What follows belongs to an exercise in optimizing a design on an open flow for small area and a short achievable clock period; a production flow would make more cautious choices.
The RTL was checked by simulation tests, not by an equivalence proof against the original design.

## flow/design.v (module list and top-level ports; edited modules follow where they fit)
// module winograd: 4010 lines
// module wino_ha: 6 lines
// module wino_nand: 5 lines
// module wino_nandn: 5 lines
// module wino_nor: 5 lines
// module wino_x2: 5 lines
// module wino_xn: 5 lines
// module wino_fa: 6 lines
// module winograd_top: 28 lines
module winograd_top(clk, rst_n, in_valid,
    inp10, inp11, inp12, inp13, inp20, inp21, inp22, inp23,
    inp30, inp31, inp32, inp33, inp40, inp41, inp42, inp43,
    ker10, ker11, ker12, ker20, ker21, ker22, ker30, ker31, ker32,
    out_valid, out10, out11, out20, out21);
  // ...
==> flow/flow/run.sh <==
#!/bin/bash
# Own layout flow: the standard flow (standard.sh) with two changes:
#  - the port buffers use a small buffer cell (buf_2) instead of the default choice;
#  - timing repair aims for 11.0 ns of setup slack, i.e. it works on every path
#    longer than 4.5 ns (the clock period stays 15.5 ns).
export BUFFER_PORTS_ARGS="-buffer_cell sky130_fd_sc_hd__buf_2"
export SETUP_SLACK_MARGIN=11.0
bash standard.sh > standard.log 2>&1
==> flow/standard.sh <==
#!/bin/bash
# synth_recipe.tcl (not shown) runs the flow's synth.tcl, then flattens the netlist and writes it again
# the make line also repeats each setting of config.mk as NAME=value (left out here)
make -C /OpenROAD-flow-scripts/flow DESIGN_CONFIG=/design/flow/config.mk WORK_HOME=/design/flow/orfs CLKGATE_MAP_FILE= SYNTH_SCRIPT=/design/flow/synth_recipe.tcl "${@:-finish}"
==> flow/config.mk <==
export PLATFORM = sky130hd
export DESIGN_NAME = winograd_top
export DESIGN_NICKNAME = winograd_top
export VERILOG_FILES = /design/flow/design.v
export SDC_FILE = /design/flow/constraint.sdc
export NUM_CORES = 4
export LEC_CHECK = 0
export CAP_MARGIN = 20
export CORE_MARGIN = 2
export CORE_UTILIZATION = 60
export CTS_CLUSTER_DIAMETER = 100
export CTS_CLUSTER_SIZE = 25
export GPL_TIMING_DRIVEN = 1
export SLEW_MARGIN = 20
export SYNTH_HIERARCHICAL = 1
==> flow/constraint.sdc <==
create_clock -name core_clock -period 15.5 [get_ports {clk}]
set_input_delay 3.1000 -clock core_clock [delete_from_list [all_inputs] [get_ports {clk}]]
set_output_delay 3.1000 -clock core_clock [all_outputs]
set_load 0.01 [all_outputs]
==> impl_results.md, run 1 <==
- Multi-input gate count: 1662
- Post-Place Setup Slack: 10500 ps
- Max FO, Critical Path: 3
- Synthesized area: 0.02719 mm2
- WP depth: 10
- Number of clock sinks: 375
- Fin util: 0.6765
- RSZ-0062 raised after global routing: true
- XOR/XNOR Fraction of Synth Area: 0.1466
- Global placement routability congestion: 0.9831
- Avg Cell Area, Syn: 11.72 um2
- Critical path endpoint: core.r2_n1865$_DFF_P_
- Non-clock buffering overhead: 0.04454
- CP delay by family, top: adder cells
- Fillers: 3456
- Largest area contributor in the netlist: fa_1
- Reg2reg end: core.r2_n1865$_DFF_P_
- CTS clk-pin slew, worst paths: 110 ps
- Headroom to the max-slew limit: 0.4441
- ANT cells: 1
- Max Used Layer: met4
- Min Tclk post-route: 4459 ps
- Fraction of area in registers: 0.2519
- Synth area leaders: fa_1 44%, dfxtp_1 28%, xor2_1 10%, nand2_1 6.3%, xnor2_1 4.7%
- Yosys cell types: 11
- Post-synth top cells: 593 x fa_1, 456 x nand2_1, 375 x dfxtp_1
- Crit path DAT: 4900 ps
- #FFs+latches synth: 375
- Final Routed Wirelength: 73760 um
- Status: timing/DRC/antenna clean
- DR iter-0 viols: 1174
- Worst Setup End Kind: flip-flop
- Mapped Cells: 2319
- YS warnings: 8
- Buf/Inv on CP: 1
- DRC: 0
- Placed Instances: 3114
==> run 2, diff against run 1 <==
==> flow/flow/run.sh (replaced) <==
#!/bin/bash
# Own layout flow: the standard flow (standard.sh) with two changes:
#  - the port buffers use a small buffer cell (buf_2) instead of the default choice;
#  - timing repair aims for 11.2 ns of setup slack, i.e. it works on every path
#    longer than 4.3 ns (the clock period stays 15.5 ns).
export BUFFER_PORTS_ARGS="-buffer_cell sky130_fd_sc_hd__buf_2"
export SETUP_SLACK_MARGIN=11.2
bash standard.sh > standard.log 2>&1
--- a/flow/config.mk
+++ b/flow/config.mk
@@ -7,9 +7,6 @@
 export LEC_CHECK = 0
 export CAP_MARGIN = 20
 export CORE_MARGIN = 2
-export CORE_UTILIZATION = 60
-export CTS_CLUSTER_DIAMETER = 100
-export CTS_CLUSTER_SIZE = 25
-export GPL_TIMING_DRIVEN = 1
+export CORE_UTILIZATION = 40
 export SLEW_MARGIN = 20
 export SYNTH_HIERARCHICAL = 1
==> run 2 against run 1 <==
Compared with the run above:
- still clean on timing, DRC and antenna
- critical endpoint is now core.r2_n1290$_DFF_P_
- synthesized cell count stayed put
- utilization is 20 points lower
==> impl_results.md, run 2 <==
- Status: timing/DRC/antenna clean
- Core area: 0.06728 mm2
- Most flop-heavy register: vld
- RSZ-0062 raised after global routing: true
- Synth area leaders: fa_1 44%, dfxtp_1 28%, xor2_1 10%, nand2_1 6.3%, xnor2_1 4.7%
- Die area: 0.07007 mm2
- Final setup viols: 0
- Die width: 264.7 um
- DR iter-0 viols: 966 (-18%)
- Post-route cell area: 0.03231 mm2
- Yosys cell types: 11 (unchanged)
- Initial antenna violation count: 4
- Setup TNS: 0 ps
- XOR/XNOR Fraction of Synth Area: 0.1466 (unchanged)
- Fillers: 6039 (+75%)
- R2r startpoint: core.r1_ker30_4$_DFF_P_
- Largest area contributor in the netlist: fa_1
- Avg Cell Area, Syn: 11.72 um2 (unchanged)
- Buf/Inv on CP: 1 (unchanged)
- Post-route clock period utilization: 0.2825
- WP depth: 9 (-1)
- Drt first pass iters: 5
- CTS clk-pin slew, worst paths: 60 ps (-50 ps)
- Clock skew: 45.97 ps
- Crit-path cells: fa_2 > fa_2 > fa_2 > buf_6 > fa_1 > fa_2 > nand2_1 > fa_1 > fa_1
- Initial Util: 0.4041
- Startpoint types: flip-flop
- Final Max Slew Viols: 0
- CP delay by family, top: adder cells
- CP max stage cell: fa_2
- Slowest cell delay on critical path: 600 ps
- Achievable Freq: 228.4 MHz
- HP Class: flip-flop to flip-flop
- Final nets: 3449
- Critical path type: flip-flop to flip-flop
- Worst Setup SP: core.r1_ker30_4$_DFF_P_
- YS warnings: 8 (unchanged)
- Worst reg-to-reg setup slack: 11120 ps
- Vias/cell: 4.736
- Reg2reg end: core.r2_n1290$_DFF_P_
- Worst slew pin tran: 855.6 ps
- Global placement routability congestion: 0.9184 (-6.6%)
- Antenna-violating nets left: 0
- Final hold viol count: 0
- Post-synth EDFFs: 0
- WL per Instance: 22.00 um
- I/O Pins: 236
- H-tree levels: 2
- DRC: 0 (unchanged)
- Reg2reg path depth: 9
- Die span in y: 264.7 um
- Worst Setup End Kind: flip-flop
- GR Overflow Total: 0
- # Max-Cap Violations: 0
- Skew-Pair Late Insertion Delay: 610 ps
- Seq/Total Area, Yosys: 0.2761
- IO Port Bufs: 235
- CTS tree: yes
- #FFs+latches synth: 375 (unchanged)
- Hpwl dp: 67930 um
- Max FO, Critical Path: 3 (unchanged)
- Layout area overhead: 18.85%
- Placed cell areas: 0.02933 mm2
- Vias in the first global route: 19060
- Most frequent CP cell: fa_2
- Critical path endpoint: core.r2_n1290$_DFF_P_
- Post-synth top cells: 593 x fa_1, 456 x nand2_1, 375 x dfxtp_1
- Hold Buf Count CTS: 0
- Top-count cell post-synth: fa_1
- Synthesized area: 0.02719 mm2 (unchanged)
- Commonest non-fill, non-tap cells in the layout: 439 x nand2_1, 396 x fa_1, 326 x dfxtp_1, 298 x xor2_1, 240 x inv_1
- Min-delay src: core.r2_n1825$_DFF_P_
- Final Routed Wirelength: 77730 um (+5.4%)
- All-Layer GR Usage: 0.2296
- Most common cell after layout, fill and taps aside: nand2_1
- Mapped Cells: 2319 (unchanged)
- Largest net degree at the start of global routing: 14
- Synth top area share: 0.4367
- Share of cells above drive strength 1: 0.2566
- Headroom to the max-slew limit: 0.4277 (-0.01642)
- Vias post-DR: 16730
- Mux share of post-synthesis cell area: 0
- Top FF cell, synth: dfxtp_1
- Post-synth ARST share: 0
- Number of clock sinks: 375 (unchanged)
- Min Tclk post-route: 4379 ps (-80.60 ps)
- Largest family of logic cells by synthesized area: adder cells
- First-pass GRT wire length: 116000 um
- Clock Root Buffer: clkbuf_16
- CTS buffer count: 44
- Max FFs per register: 3
- Worst EP required: 15940 ps
- Simple-gate share of the synthesized area: 0.08390
- Row cnt: 95
- Syn Nets: 3144
- Max Buffers Root-to-Sink: 3
- Compound-Gate Fraction of Synth Area: 0
- Crit path DAT: 4820 ps (-80 ps)
- Adder-cell share of the synthesized area: 0.4500
[run 2: area by class of cell]
type	instances	area [um2]	area share
sequential	375	7631	0.2362
clock buffer	62	1280	0.03962
clock inverter	18	247.7	0.007668
timing repair buffer	291	1669	0.05166
inverter	250	943.4	0.02920
antenna	2	5.005	0.0001549
multi-input combinational	1662	19440	0.6017
tap	873	1092	0.03381
[run 2: Yosys stat by module (local to each module, per instance)]
| module | cells inside | flops+latches |
|---|---|---|
| wino_nand | 1 | 0 |
| wino_nandn | 1 | 0 |
| winograd_top | 6 | 3 |
| wino_x2 | 1 | 0 |
| winograd | 654 | 372 |
| wino_xn | 1 | 0 |
| wino_ha | 1 | 0 |
| wino_fa | 1 | 0 |
| wino_nor | 1 | 0 |
[run 2: what timing repair did]
action / CTS / global route
setup buffers: 30 / 26
setup endpoints to repair: 67 / 49
gates resized for setup: 191 / 145
gates cloned: 0 / 0
pin swaps: 74 / 111
[run 2: how the worst min path moves through the flow]
stage | slack [ps] | endpoint | cells after the start
after detailed placement | 350 | core.r3_n2297$_DFF_P_ | 1
after floorplan | 340 | core.r3_n2297$_DFF_P_ | 1
final | 370 | core.r3_n2297$_DFF_P_ | 1
after global placement | 350 | core.r3_n2297$_DFF_P_ | 1
after global routing | 380 | core.r3_n2297$_DFF_P_ | 1
after CTS | 370 | core.r3_n2297$_DFF_P_ | 1
[run 2: per-stage QoR]
stage          std cells    util  worst slack, ps  hold slack (ps)
6_report            3533  0.4802            11120            367.4
5_1_grt             3531  0.4802            11030            379.8
4_1_cts             3505  0.4705            11080            365.2
3_5_place_dp        3395  0.4359            10480            352.3
3_3_place_gp        3395  0.4359            10500            351.5
2_1_floorplan       2319       -            10800            337.9
[run 2: logic make-up after synthesis]
group | Yosys count
and+or+nand+nor | 585
DFF | 375
adders and majority gates | 622
xor gates and xnor gates | 455
buffers and inverters | 282
[run 2: routing by layer]
layer	routed length [um]	GRT usage	up-vias
met2	37560	0.3871	641
met5	11	0	-
met1	30720	0.2899	8551
li1	-	-	7381
met4	4415	0.1151	2
met3	5021	0.03335	157
==> run 3, diff against run 2 <==
==> flow/flow/run.sh (replaced) <==
#!/bin/bash
# Own layout flow: the standard flow (standard.sh) with two changes:
#  - the port buffers use a small buffer cell (buf_2) instead of the default choice;
#  - timing repair aims for 11.4 ns of setup slack, i.e. it works on every path
#    longer than 4.1 ns (the clock period stays 15.5 ns).
export BUFFER_PORTS_ARGS="-buffer_cell sky130_fd_sc_hd__buf_2"
export SETUP_SLACK_MARGIN=11.4
bash standard.sh > standard.log 2>&1
==> run 3 against run 2 <==
Compared with the run above:
- critical path type unchanged
- wire length increased by 0.62%
- highest routed layer unchanged
- die area unchanged
- hold slack got worse by 3.6 ps
- synthesized area unchanged
- synthesized cell count unchanged
- critical path depth decreased by 1
- maximum frequency decreased by 1.3%
- global-route usage increased by 0.067 points
- first-iteration DRC count increased by 5.1%
- largest cell class unchanged
==> impl_results.md, run 3 <==
- Seq/Total Area, Yosys: 0.2761 (unchanged)
- Placed cell areas: 0.02957 mm2 (+0.82%)
- Final Routed Wirelength: 78210 um (+0.62%)
- Min Tclk post-route: 4439 ps (+59.90 ps)
- Post-synth EDFFs: 0 (unchanged)
- Final hold viol count: 0 (unchanged)
- Hpwl dp: 67460 um (-0.69%)
- Status: timing/DRC/antenna clean
- CP max stage cell: fa_2
- #FFs+latches synth: 375 (unchanged)
- Largest family of logic cells by synthesized area: adder cells
- CTS tree: yes
- Startpoint types: flip-flop
- R2r startpoint: core.r1_ker30_4$_DFF_P_
- Fillers: 5984 (-0.91%)
- # Max-Cap Violations: 0 (unchanged)
- Final Max Slew Viols: 0 (unchanged)
- Mux share of post-synthesis cell area: 0 (unchanged)
- GR Overflow Total: 0 (unchanged)
- Hold EP: core.r3_n2297$_DFF_P_
- Layout area overhead: 22.95%
- CTS clk-pin slew, worst paths: 60 ps (about the same)
- Mapped Cells: 2319 (unchanged)
- Min-delay src: core.r2_n1825$_DFF_P_
- Max FO, Critical Path: 4 (+1)
- Most flop-heavy register: vld
- Worst reg-to-reg setup slack: 11060 ps (-60 ps)
- All-Layer GR Usage: 0.2303 (+0.0006742)
- Die span in y: 264.7 um (unchanged)
- Hold Buf Count CTS: 0 (unchanged)
- Post-Place Setup Slack: 10480 ps (+4.600 ps)
- Antenna-violating nets left: 0 (unchanged)
- IO Port Bufs: 235 (unchanged)
- Adder-cell share of the synthesized area: 0.4500 (unchanged)
- Post-synth ARST share: 0 (unchanged)
- Row cnt: 95 (unchanged)
- Die area: 0.07007 mm2 (unchanged)
- Crit-path cells: fa_2 > fa_2 > fa_2 > fa_2 > nand2_2 > fa_2 > fa_2 > fa_1
- Top-count cell post-synth: fa_1
- Compound-Gate Fraction of Synth Area: 0 (unchanged)
- Syn Nets: 3144 (unchanged)
- Top FF cell, synth: dfxtp_1
- Critical path type: flip-flop to flip-flop
- FF/Latch Area: 0.007666 mm2 (+0.46%)
- YS warnings: 8 (unchanged)
- Fin worst setup slack: 11060 ps (-59.90 ps)
- Slowest cell delay on critical path: 730 ps (+130 ps)
- CTS buffer count: 47 (+6.8%)
- Vias/cell: 4.662 (-1.6%)
- Clock skew: 43.59 ps (-2.386 ps)
- Synthesized area: 0.02719 mm2 (unchanged)
- Crit path DAT: 4890 ps (+70 ps)
- Worst Setup End Kind: flip-flop
- Headroom to the max-slew limit: 0.4462 (+0.01853)
- Largest net degree at the start of global routing: 15 (+1)
- I/O Pins: 236 (unchanged)
- WHS Path Cells: 1 (unchanged)
- Worst EP required: 15950 ps (about the same)
- Number of clock sinks: 375 (unchanged)
- RSZ-0062 raised after global routing: true
- Final nets: 3491 (+1.2%)
- Buf/Inv on CP: 0 (-1)
- Reg2reg path depth: 8 (-1)
- Global placement routability congestion: 0.9123 (-0.66%)
- DR iter-0 viols: 1015 (+5.1%)
- Largest area contributor in the netlist: fa_1
- Post-route clock period utilization: 0.2864 (+0.003865)
- Avg Cell Area, Syn: 11.72 um2 (unchanged)
- Share of cells above drive strength 1: 0.3105 (+0.05395)
- Most frequent CP cell: fa_2
- Setup TNS: 0 ps (unchanged)
- Max Buffers Root-to-Sink: 3 (unchanged)
- Worst slew pin tran: 827.9 ps (-27.70 ps)
- Synth area leaders: fa_1 44%, dfxtp_1 28%, xor2_1 10%, nand2_1 6.3%, xnor2_1 4.7%
- Post-route cell area: 0.03343 mm2 (+3.5%)
- XOR/XNOR Fraction of Synth Area: 0.1466 (unchanged)
- First-pass GRT wire length: 116800 um (+0.67%)
- Clock Root Buffer: clkbuf_16
- H-tree levels: 2 (unchanged)
- Simple-gate share of the synthesized area: 0.08390 (unchanged)
- Yosys cell types: 11 (unchanged)
- Initial antenna violation count: 5 (+1)
- DRC: 0 (unchanged)
- WL per Instance: 21.85 um (-0.68%)
- Vias in the first global route: 18910 (-0.82%)
- Final setup viols: 0 (unchanged)
- Skew-Pair Late Insertion Delay: 610 ps (about the same)
- Achievable Freq: 225.3 MHz (-1.3%)
- Die width: 264.7 um (unchanged)
- Footprint of the multi-input gates: 0.01978 mm2 (+1.8%)
- Reg2reg end: core.r2_n1049$_DFF_P_
- Core area: 0.06728 mm2 (unchanged)
- HP Class: flip-flop to flip-flop
- Initial Util: 0.4041 (unchanged)
- CP delay by family, top: adder cells
- Synth top area share: 0.4367 (unchanged)
- Most common cell after layout, fill and taps aside: nand2_1
- Post-synth top cells: 593 x fa_1, 456 x nand2_1, 375 x dfxtp_1
- Max FFs per register: 3 (unchanged)
- Commonest non-fill, non-tap cells in the layout: 420 x nand2_1, 344 x fa_1, 312 x dfxtp_1, 290 x xor2_1, 249 x fa_2
- Vias post-DR: 16690 (-0.27%)
- Drt first pass iters: 5 (unchanged)
[run 3: cell counts after synthesis]
No cell type changed its count.
[run 3: area by class of cell]
class	instances	share of cell area
diodes	1	0.00007486
clock buffers	60	0.03908
clock inverters	28	0.01194
inverters	250	0.02867
multi-input cells	1662	0.5918
flip-flops and latches	375	0.2293
well taps	873	0.03268
repair buffers	330	0.06637
[run 3: stage by stage]
stage / cells / hold slack, ps / utilization
2_1_floorplan: 2319 / 337.9 / -
3_3_place_gp: 3397 / 354.2 / 0.4395
3_5_place_dp: 3397 / 354.2 / 0.4395
4_1_cts: 3549 / 368.4 / 0.4848
5_1_grt: 3579 / 377.5 / 0.4968
6_report: 3579 / 363.8 / 0.4968
[run 3: per-layer routing]
metal  GRT usage  vias to the layer above  share of wire
met5           0                        -        0.00043
li1            -                     7459              -
met1      0.2862                     8539           0.40
met2      0.3927                      536           0.49
met3     0.03679                      146          0.054
met4      0.1116                        6          0.059
[run 3: logic make-up after synthesis]
family,Yosys count
flip-flops,375
adder cells (fa/ha/maj),622
XOR/XNOR,455
buffers and inverters,282
AND/OR/NAND/NOR,585
[run 3: worst max-delay path by stage]
stage,from,end,slack (ps),depth (start not counted)
after floorplan,inp11[1],core.r1_n585$_DFF_P_,10800,3
after global placement,inp41[1],core.r1_n649$_DFF_P_,10540,5
after detailed placement,inp41[1],core.r1_n681$_DFF_P_,10480,5
after CTS,core.r1_ker30_4$_DFF_P_,core.r2_n1865$_DFF_P_,11040,10
after global routing,core.r1_ker30_4$_DFF_P_,core.r2_n1865$_DFF_P_,11020,10
final,core.r1_ker30_4$_DFF_P_,core.r2_n1049$_DFF_P_,11060,8
[run 3: worst reg2reg max path: stages (launching register included)]
cell and delay [ps]:
dfxtp_4 350, fa_2 510, fa_2 730, fa_2 580, fa_2 640, nand2_2 80
fa_2 540, fa_2 440, fa_1 430
[run 3: what timing repair did]
action | 4_1_cts | 5_1_grt
setup buffers | 64 | 29
endpoints found under the setup margin | 122 | 112
pin swaps | 167 | 146
gates cloned | 0 | 0
resized for setup | 282 | 155
[run 3: per-module statistics from Yosys (local to each module, per instance), a selection]
module        flip-flops and latches  times used  cells
wino_fa                            0         593      1
wino_nor                           0          95      1
winograd                         372           1    654
winograd_top                       3           1      6
wino_ha                            0          29      1
wino_nand                          0         456      1
==> run 4, diff against run 3 <==
==> flow/flow/run.sh (replaced) <==
#!/bin/bash
# Own layout flow: the standard flow (standard.sh) with two changes:
#  - the port buffers use a small buffer cell (buf_2) instead of the default choice;
#  - timing repair aims for 11.15 ns of setup slack, i.e. it works on every path
#    longer than 4.35 ns (the clock period stays 15.5 ns).
export BUFFER_PORTS_ARGS="-buffer_cell sky130_fd_sc_hd__buf_2"
export SETUP_SLACK_MARGIN=11.15
bash standard.sh > standard.log 2>&1
--- a/flow/config.mk
+++ b/flow/config.mk
@@ -7,6 +7,8 @@
 export LEC_CHECK = 0
 export CAP_MARGIN = 20
 export CORE_MARGIN = 2
-export CORE_UTILIZATION = 40
+export CORE_UTILIZATION = 60
+export CTS_CLUSTER_DIAMETER = 100
+export CTS_CLUSTER_SIZE = 25
 export SLEW_MARGIN = 20
 export SYNTH_HIERARCHICAL = 1
==> run 4 against run 3 <==
Compared with the run above:
- critical path type unchanged
- register-to-register slack better by 30 ps
- hold slack better by 4.0 ps
- via count about the same
- critical path depth up 2
- still clean
- critical endpoint is now core.r2_n1865$_DFF_P_
==> impl_results.md, run 4 <==
- Status: timing/DRC/antenna clean
- Vias in the first global route: 18380 (-2.8%)
- Clock skew: 31.68 ps (-11.90 ps)
- Yosys cell types: 11 (unchanged)
- IO Port Bufs: 235 (unchanged)
- Share of cells above drive strength 1: 0.2407 (-0.06980)
- HP Class: flip-flop to flip-flop
- Commonest non-fill, non-tap cells in the layout: 444 x nand2_1, 416 x fa_1, 321 x dfxtp_1, 297 x xor2_1, 240 x inv_1
- XOR/XNOR Fraction of Synth Area: 0.1466 (unchanged)
- Setup TNS: 0 ps (unchanged)
- Seq/Total Area, Yosys: 0.2761 (unchanged)
- Worst slew pin tran: 804.0 ps (-23.91 ps)
- Synth area leaders: fa_1 44%, dfxtp_1 28%, xor2_1 10%, nand2_1 6.3%, xnor2_1 4.7%
- FF/Latch Area: 0.007642 mm2 (-0.31%)
- Worst Setup End Kind: flip-flop
- CP delay by family, top: adder cells
- Synth top area share: 0.4367 (unchanged)
- Max FO, Critical Path: 2 (-2)
- Crit-path cells: fa_2 > fa_2 > nand2_2 > fa_2 > fa_1 > fa_2 > ha_4 > fa_1 > inv_2 > fa_2
- Core area: 0.04451 mm2 (-34%)
- Min Tclk post-route: 4409 ps (-29.40 ps)
- Worst EP required: 15990 ps (+40 ps)
- Achievable Freq: 226.8 MHz (+0.67%)
- Die span in y: 216.9 um (-18%)
- Fin worst setup slack: 11090 ps (+29.40 ps)
- First-pass GRT wire length: 111000 um (-4.9%)
- Post-synth top cells: 593 x fa_1, 456 x nand2_1, 375 x dfxtp_1
- Final hold viol count: 0 (unchanged)
- #FFs+latches synth: 375 (unchanged)
- Largest net degree at the start of global routing: 26 (+11)
- Hpwl dp: 66370 um (-1.6%)
- CTS buffer count: 20 (-57%)
- I/O Pins: 236 (unchanged)
- Vias/cell: 5.195 (+11%)
- WHS: 367.8 ps (+3.995 ps)
- Fin util: 0.6969 (+0.2001)
- Crit path DAT: 4900 ps (about the same)
- Placed cell areas: 0.02896 mm2 (-2.1%)
- Post-synth EDFFs: 0 (unchanged)
- Post-route clock period utilization: 0.2845 (-0.001897)
- Antenna-violating nets left: 0 (unchanged)
- Top-count cell post-synth: fa_1
- CP max stage cell: fa_2
- CTS clk-pin slew, worst paths: 100 ps (+40 ps)
- Fin cells: 3210 (-10%)
- Initial antenna violation count: 0 (-5)
- Buf/Inv on CP: 1 (+1)
- Die width: 216.9 um (-18%)
- Clock Root Buffer: clkbuf_16
- Final setup viols: 0 (unchanged)
- Adder-cell share of the synthesized area: 0.4500 (unchanged)
- H-tree levels: 1 (-1)
- Startpoint types: flip-flop
- Die area: 0.04703 mm2 (-33%)
- Layout area overhead: 14.10%
- Final Routed Wirelength: 75470 um (-3.5%)
- Fillers: 3404 (-43%)
- Critical path type: flip-flop to flip-flop
- YS warnings: 8 (unchanged)
- Worst reg-to-reg setup slack: 11090 ps (+30 ps)
- Avg Cell Area, Syn: 11.72 um2 (unchanged)
- Largest family of logic cells by synthesized area: adder cells
- Mux share of post-synthesis cell area: 0 (unchanged)
- All-Layer GR Usage: 0.3324 (+0.1021)
- Number of clock sinks: 375 (unchanged)
- GR Overflow Total: 0 (unchanged)
- Footprint of the multi-input gates: 0.01937 mm2 (-2.1%)
- Drt first pass iters: 6 (+1)
- Syn Nets: 3144 (unchanged)
- Row cnt: 77 (-19%)
- Synthesized area: 0.02719 mm2 (unchanged)
- Final nets: 3438 (-1.5%)
- Most flop-heavy register: vld
- Top FF cell, synth: dfxtp_1
- RSZ-0062 raised after global routing: true
- Compound-Gate Fraction of Synth Area: 0 (unchanged)
- Final Max Slew Viols: 0 (unchanged)
- Simple-gate share of the synthesized area: 0.08390 (unchanged)
- CTS tree: yes
- Max FFs per register: 3 (unchanged)
- Mapped Cells: 2319 (unchanged)
- Most common cell after layout, fill and taps aside: nand2_1
- Max Buffers Root-to-Sink: 3 (unchanged)
- DR iter-0 viols: 1406 (+39%)
- Most frequent CP cell: fa_2
- Global placement routability congestion: 0.9881 (+8.3%)
- Placed Instances: 3115 (-8.3%)
- Vias post-DR: 16680 (-0.066%)
- DRC: 0 (unchanged)
- WL per Instance: 23.51 um (+7.6%)
- Initial Util: 0.6108 (+0.2067)
- Skew-Pair Late Insertion Delay: 570 ps (-40 ps)
- # Max-Cap Violations: 0 (unchanged)
- Post-synth ARST share: 0 (unchanged)
- Post-route cell area: 0.03102 mm2 (-7.2%)
- Largest area contributor in the netlist: fa_1
- Post-Place Setup Slack: 10510 ps (+30.60 ps)
- Headroom to the max-slew limit: 0.4602 (+0.01396)
- Slowest cell delay on critical path: 610 ps (-120 ps)
-- run 4: path summary, 6_finish.rpt --
path | endpoint | cells after the start | from
setup / recovery | core.r2_n1865$_DFF_P_ | 10 | core.r1_ker30_4$_DFF_P_
hold / removal | core.r3_n2297$_DFF_P_ | 1 | core.r2_n1825$_DFF_P_
hold reg to reg | core.r3_n2297$_DFF_P_ | 1 | core.r2_n1825$_DFF_P_
setup reg to reg | core.r2_n1865$_DFF_P_ | 10 | core.r1_ker30_4$_DFF_P_
-- run 4: Yosys stat by module (local to each module, per instance), a selection --
module / cells / times used / cell area [um2] / flops+latches
wino_xn: 1 / 145 / 8.758 / 0
wino_nand: 1 / 456 / 3.754 / 0
wino_x2: 1 / 310 / 8.758 / 0
winograd_top: 6 / 1 / 78.83 / 3
wino_nandn: 1 / 31 / 6.256 / 0
wino_nor: 1 / 95 / 3.754 / 0
-- run 4: metal layers --
layer  GRT usage  up-vias  part of all wire
met5           0        -                 0
met4      0.1619        0             0.057
met3     0.04654      117             0.074
met2      0.5513      684              0.48
met1      0.4351     8554              0.39
li1            -     7320                 -
-- run 4: area by class of cell --
class,instances,share of cell area
Timing Repair Buffer,304,0.05599
Antenna cell,1,0.00008067
Clock buffer,21,0.01694
Inverter,250,0.03033
Clock inverter,5,0.001815
Multi-Input combinational cell,1662,0.6246
Tap cell,592,0.02388
Sequential cell,375,0.2464
-- run 4: worst register-to-register path, stage by stage (launching register included) --
cell	delay (ps)
dfxtp_4	370
fa_2	480
fa_2	610
nand2_2	60
fa_2	390
fa_1	560
fa_2	470
ha_4	280
fa_1	550
inv_2	50
fa_2	510
-- run 4: cells by family after synthesis --
| family | count (synthesis) |
|---|---|
| XOR/XNOR | 455 |
| AND/OR/NAND/NOR | 585 |
| adder cells (fa/ha/maj) | 622 |
| flip-flops | 375 |
| buffers and inverters | 282 |
-- run 4: timing repair --
action | in CTS | in global routing
pin swaps | 64 | 104
setup buffers | 28 | 40
setup endpoints to repair | 55 | 43
gates resized for setup | 157 | 156
hold buffers | 0 | 0
==> run 5, diff against run 4 <==
==> flow/flow/run.sh (replaced) <==
#!/bin/bash
# Own layout flow: the standard flow (standard.sh) with two changes:
#  - the port buffers use a small buffer cell (buf_1) instead of the default choice;
#  - timing repair aims for 11.0 ns of setup slack, i.e. it works on every path
#    longer than 4.5 ns (the clock period stays 15.5 ns).
export BUFFER_PORTS_ARGS="-buffer_cell sky130_fd_sc_hd__buf_1"
export SETUP_SLACK_MARGIN=11.0
bash standard.sh > standard.log 2>&1
==> run 5 against run 4 <==
Compared with the run above:
- still clean
- final cell count decreased by 1.4%
- clock skew decreased by 5.9 ps
- hold slack improved by 7.6 ps
- register-to-register slack got worse by 40 ps
==> impl_results.md, run 5 <==
- Status: timing/DRC/antenna clean
- Vias post-DR: 16370 (-1.8%)
- Fillers: 3451 (+1.4%)
- Share of cells above drive strength 1: 0.08401 (-0.1567)
- Final setup viols: 0 (unchanged)
- Vias in the first global route: 18050 (-1.8%)
- Top FF cell, synth: dfxtp_1
- Clock skew: 25.81 ps (-5.873 ps)
- Startpoint types: flip-flop
- Top-count cell post-synth: fa_1
- Drt first pass iters: 5 (-1)
- Most flop-heavy register: vld
- Most frequent CP cell: fa_1
- CTS clk-pin slew, worst paths: 110 ps (about the same)
- R2r startpoint: core.r1_inp21_4$_DFF_P_
- Critical path type: flip-flop to flip-flop
- Yosys cell types: 11 (unchanged)
- Slowest cell delay on critical path: 680 ps (+70 ps)
- Reg2reg path depth: 11 (+1)
- Crit-path cells: inv_1 > fa_1 > fa_2 > fa_1 > fa_1 > fa_1 > nand2_1 > fa_1 > fa_1 > xnor2_1 > xnor2_1
- Clock Root Buffer: clkbuf_16
- RSZ-0062 raised after global routing: true
- Crit path DAT: 4940 ps (+40 ps)
- Setup TNS: 0 ps (unchanged)
- Worst EP required: 15990 ps (about the same)
- Max Buffers Root-to-Sink: 3 (unchanged)
- Die area: 0.04703 mm2 (unchanged)
- Vias/cell: 5.173 (-0.42%)
- First-pass GRT wire length: 109100 um (-1.7%)
- Number of clock sinks: 375 (unchanged)
- Initial Util: 0.6108 (unchanged)
- Final nets: 3389 (-1.4%)
- WHS Path Cells: 1 (unchanged)
- IO Port Bufs: 235 (unchanged)
- Post-synth EDFFs: 0 (unchanged)
- Die span in y: 216.9 um (unchanged)
- Mapped Cells: 2319 (unchanged)
- FF/Latch Area: 0.007589 mm2 (-0.70%)
- #FFs+latches synth: 375 (unchanged)
- Hpwl dp: 65030 um (-2.0%)
- Die width: 216.9 um (unchanged)
- YS warnings: 8 (unchanged)
- Post-route clock period utilization: 0.2870 (+0.002503)
- Row cnt: 77 (unchanged)
- Worst slew pin tran: 765.5 ps (-38.51 ps)
- CTS tree: yes
- Most common cell after layout, fill and taps aside: fa_1
- Global placement routability congestion: 0.9224 (-6.6%)
- Post-synth ARST share: 0 (unchanged)
- CTS buffer count: 20 (unchanged)
- Fin util: 0.6718 (-0.02516)
- Final Max Slew Viols: 0 (unchanged)
- Core area: 0.04451 mm2 (unchanged)
- Max FO, Critical Path: 3 (+1)
- CP delay by family, top: adder cells
- All-Layer GR Usage: 0.3272 (-0.005188)
- Buf/Inv on CP: 1 (unchanged)
- Synth area leaders: fa_1 44%, dfxtp_1 28%, xor2_1 10%, nand2_1 6.3%, xnor2_1 4.7%
- Achievable Freq: 224.8 MHz (-0.87%)
- Largest area contributor in the netlist: fa_1
- DRC: 0 (unchanged)
- Commonest non-fill, non-tap cells in the layout: 503 x fa_1, 452 x nand2_1, 336 x dfxtp_1, 302 x xor2_1, 246 x inv_1
- H-tree levels: 1 (unchanged)
- Synth top area share: 0.4367 (unchanged)
- Skew-Pair Late Insertion Delay: 560 ps (about the same)
- CP max stage cell: fa_1
- Synthesized area: 0.02719 mm2 (unchanged)
- Final hold viol count: 0 (unchanged)
- Hold Buf Count CTS: 0 (unchanged)
- Avg Cell Area, Syn: 11.72 um2 (unchanged)
- GR Overflow Total: 0 (unchanged)
- WL per Instance: 23.25 um (-1.1%)
- HP Class: flip-flop to flip-flop
- Footprint of the multi-input gates: 0.01898 mm2 (-2.0%)
- Seq/Total Area, Yosys: 0.2761 (unchanged)
- Layout area overhead: 9.982%
- Reg2reg end: core.r2_n977$_DFF_P_
- Min-delay src: core.r2_n1825$_DFF_P_
- Syn Nets: 3144 (unchanged)
- Antenna-violating nets left: 0 (unchanged)
- Min Tclk post-route: 4448 ps (+38.80 ps)
- DR iter-0 viols: 1128 (-20%)
- I/O Pins: 236 (unchanged)
- Worst Setup End Kind: flip-flop
- Initial antenna violation count: 1 (+1)
- # Max-Cap Violations: 0 (unchanged)
- Post-synth top cells: 593 x fa_1, 456 x nand2_1, 375 x dfxtp_1
- Largest net degree at the start of global routing: 26 (unchanged)
- Final Routed Wirelength: 73550 um (-2.5%)
- Max FFs per register: 3 (unchanged)
- Headroom to the max-slew limit: 0.4879 (+0.02780)
- Hold EP: core.r3_n2297$_DFF_P_
- Worst reg-to-reg setup slack: 11050 ps (-40 ps)
run 5: how the worst max path moves through the flow:
| stage | from | endpoint | slack (ps) | depth (start not counted) |
|---|---|---|---|---|
| 6_report | core.r1_inp21_4$_DFF_P_ | core.r2_n977$_DFF_P_ | 11050 | 11 |
| 5_1_grt | core.r1_inp40_4$_DFF_P_ | core.r2_n2166$_DFF_P_ | 10970 | 10 |
| 4_1_cts | core.r1_inp40_4$_DFF_P_ | core.r2_n2166$_DFF_P_ | 10960 | 10 |
| 3_5_place_dp | ker12[0] | core.r1_n133$_DFF_P_ | 10280 | 5 |
| 3_3_place_gp | ker12[0] | core.r1_n133$_DFF_P_ | 10330 | 5 |
| 2_1_floorplan | inp11[1] | core.r1_n585$_DFF_P_ | 10800 | 3 |
run 5: layout make-up:
class	instances	share of cell area
Antenna cell	1	0.00008369
Timing Repair Buffer	255	0.03469
Clock buffer	23	0.01850
Tap cell	592	0.02477
Clock inverter	6	0.002050
Inverter	250	0.03138
Multi-Input combinational cell	1662	0.6347
Sequential cell	375	0.2538
run 5: worst reg2reg max path, delay by kind of cell, from the launching register on:
kind	cells	cell delay (ps)
XOR/XNOR	2	340
adder cells (fa/ha/maj)	7	3470
buffers and inverters	1	80
flip-flops	1	370
AND/OR/NAND/NOR	1	140
run 5: per-stage QoR:
step           cell area [um2]  worst slack [ps]  cells  hold slack [ps]
3_3_place_gp             28630             10330   3114            346.3
3_5_place_dp             28630             10280   3114            348.4
4_1_cts                  29460             10960   3149            373.1
5_1_grt                  29900             10970   3163            377.4
2_1_floorplan            27250             10800   2319            337.9
6_report                 29900             11050   3164            375.5
run 5: per-layer routing:
metal  wire [um]  up-vias  global-route usage  share of wire
met5          12        -                   0        0.00016
met4        3651        2              0.1253          0.050
met3        4632      116             0.04710          0.063
met2       36350      574              0.5607           0.49
met1       28910     8452              0.4256           0.39
li1            -     7223                   -              -
run 5: repair_timing:
item | 4_1_cts | 5_1_grt
setup endpoints to repair | 49 | 36
pin swaps | 6 | 37
hold endpoints to repair | 0 | 0
resized for setup | 61 | 105
setup buffers | 6 | 14
run 5: kinds of logic (layout without fill, tap and decap cells):
kind of cell  Yosys count  after routing  synth area share
buf+inv               282            534           0.04335
xor+xnor              455            455            0.1466
other cells             0              1                 0
simple gates          585            585           0.08390
flops                 375            375            0.2761
fa+ha+maj             622            622            0.4500
run 5: Yosys stat by module, one instance, submodules excluded, a selection:
module      flops+latches  times used
wino_fa                 0         593
wino_nand               0         456
wino_nor                0          95
wino_nandn              0          31
wino_ha                 0          29
wino_x2                 0         310

-- static timing again, ports no longer ideal --
The results above use ideal ports. As a check the final layouts listed here were re-extracted and re-timed, cells and wires unchanged. Step 1 assumes that a clkbuf_16 drives the clock port and a buf_2 every other input. Step 2 moves the port delays by t, midway between the first and last clock arrival at a register: inputs arrive t later, outputs are due t later. That takes back most of the time a late clock gives input paths. Three values: ideal ports, drivers, drivers and shift; two values: the first two.
run	t, ns	slack for setup (ns)	worst data-port slew with drivers (ns)	cell pins on the clock port's net
run 1	0.618	11.041 / 11.041 / 10.514	0.05	1
run 2	0.645	11.121 / 11.121 / 10.574	0.11	1
run 3	0.651	11.061 / 11.061 / 10.546	0.11	1
run 4	0.615	11.091 / 11.091 / 10.555	0.09	1
run 5	0.609	11.052 / 11.052 / 10.484	0.07	1
After both steps setup and hold are still met in every run listed. The setup slack of run 5, which loses most, moves by 0.000 ns with the drivers and by -0.568 ns with both steps.
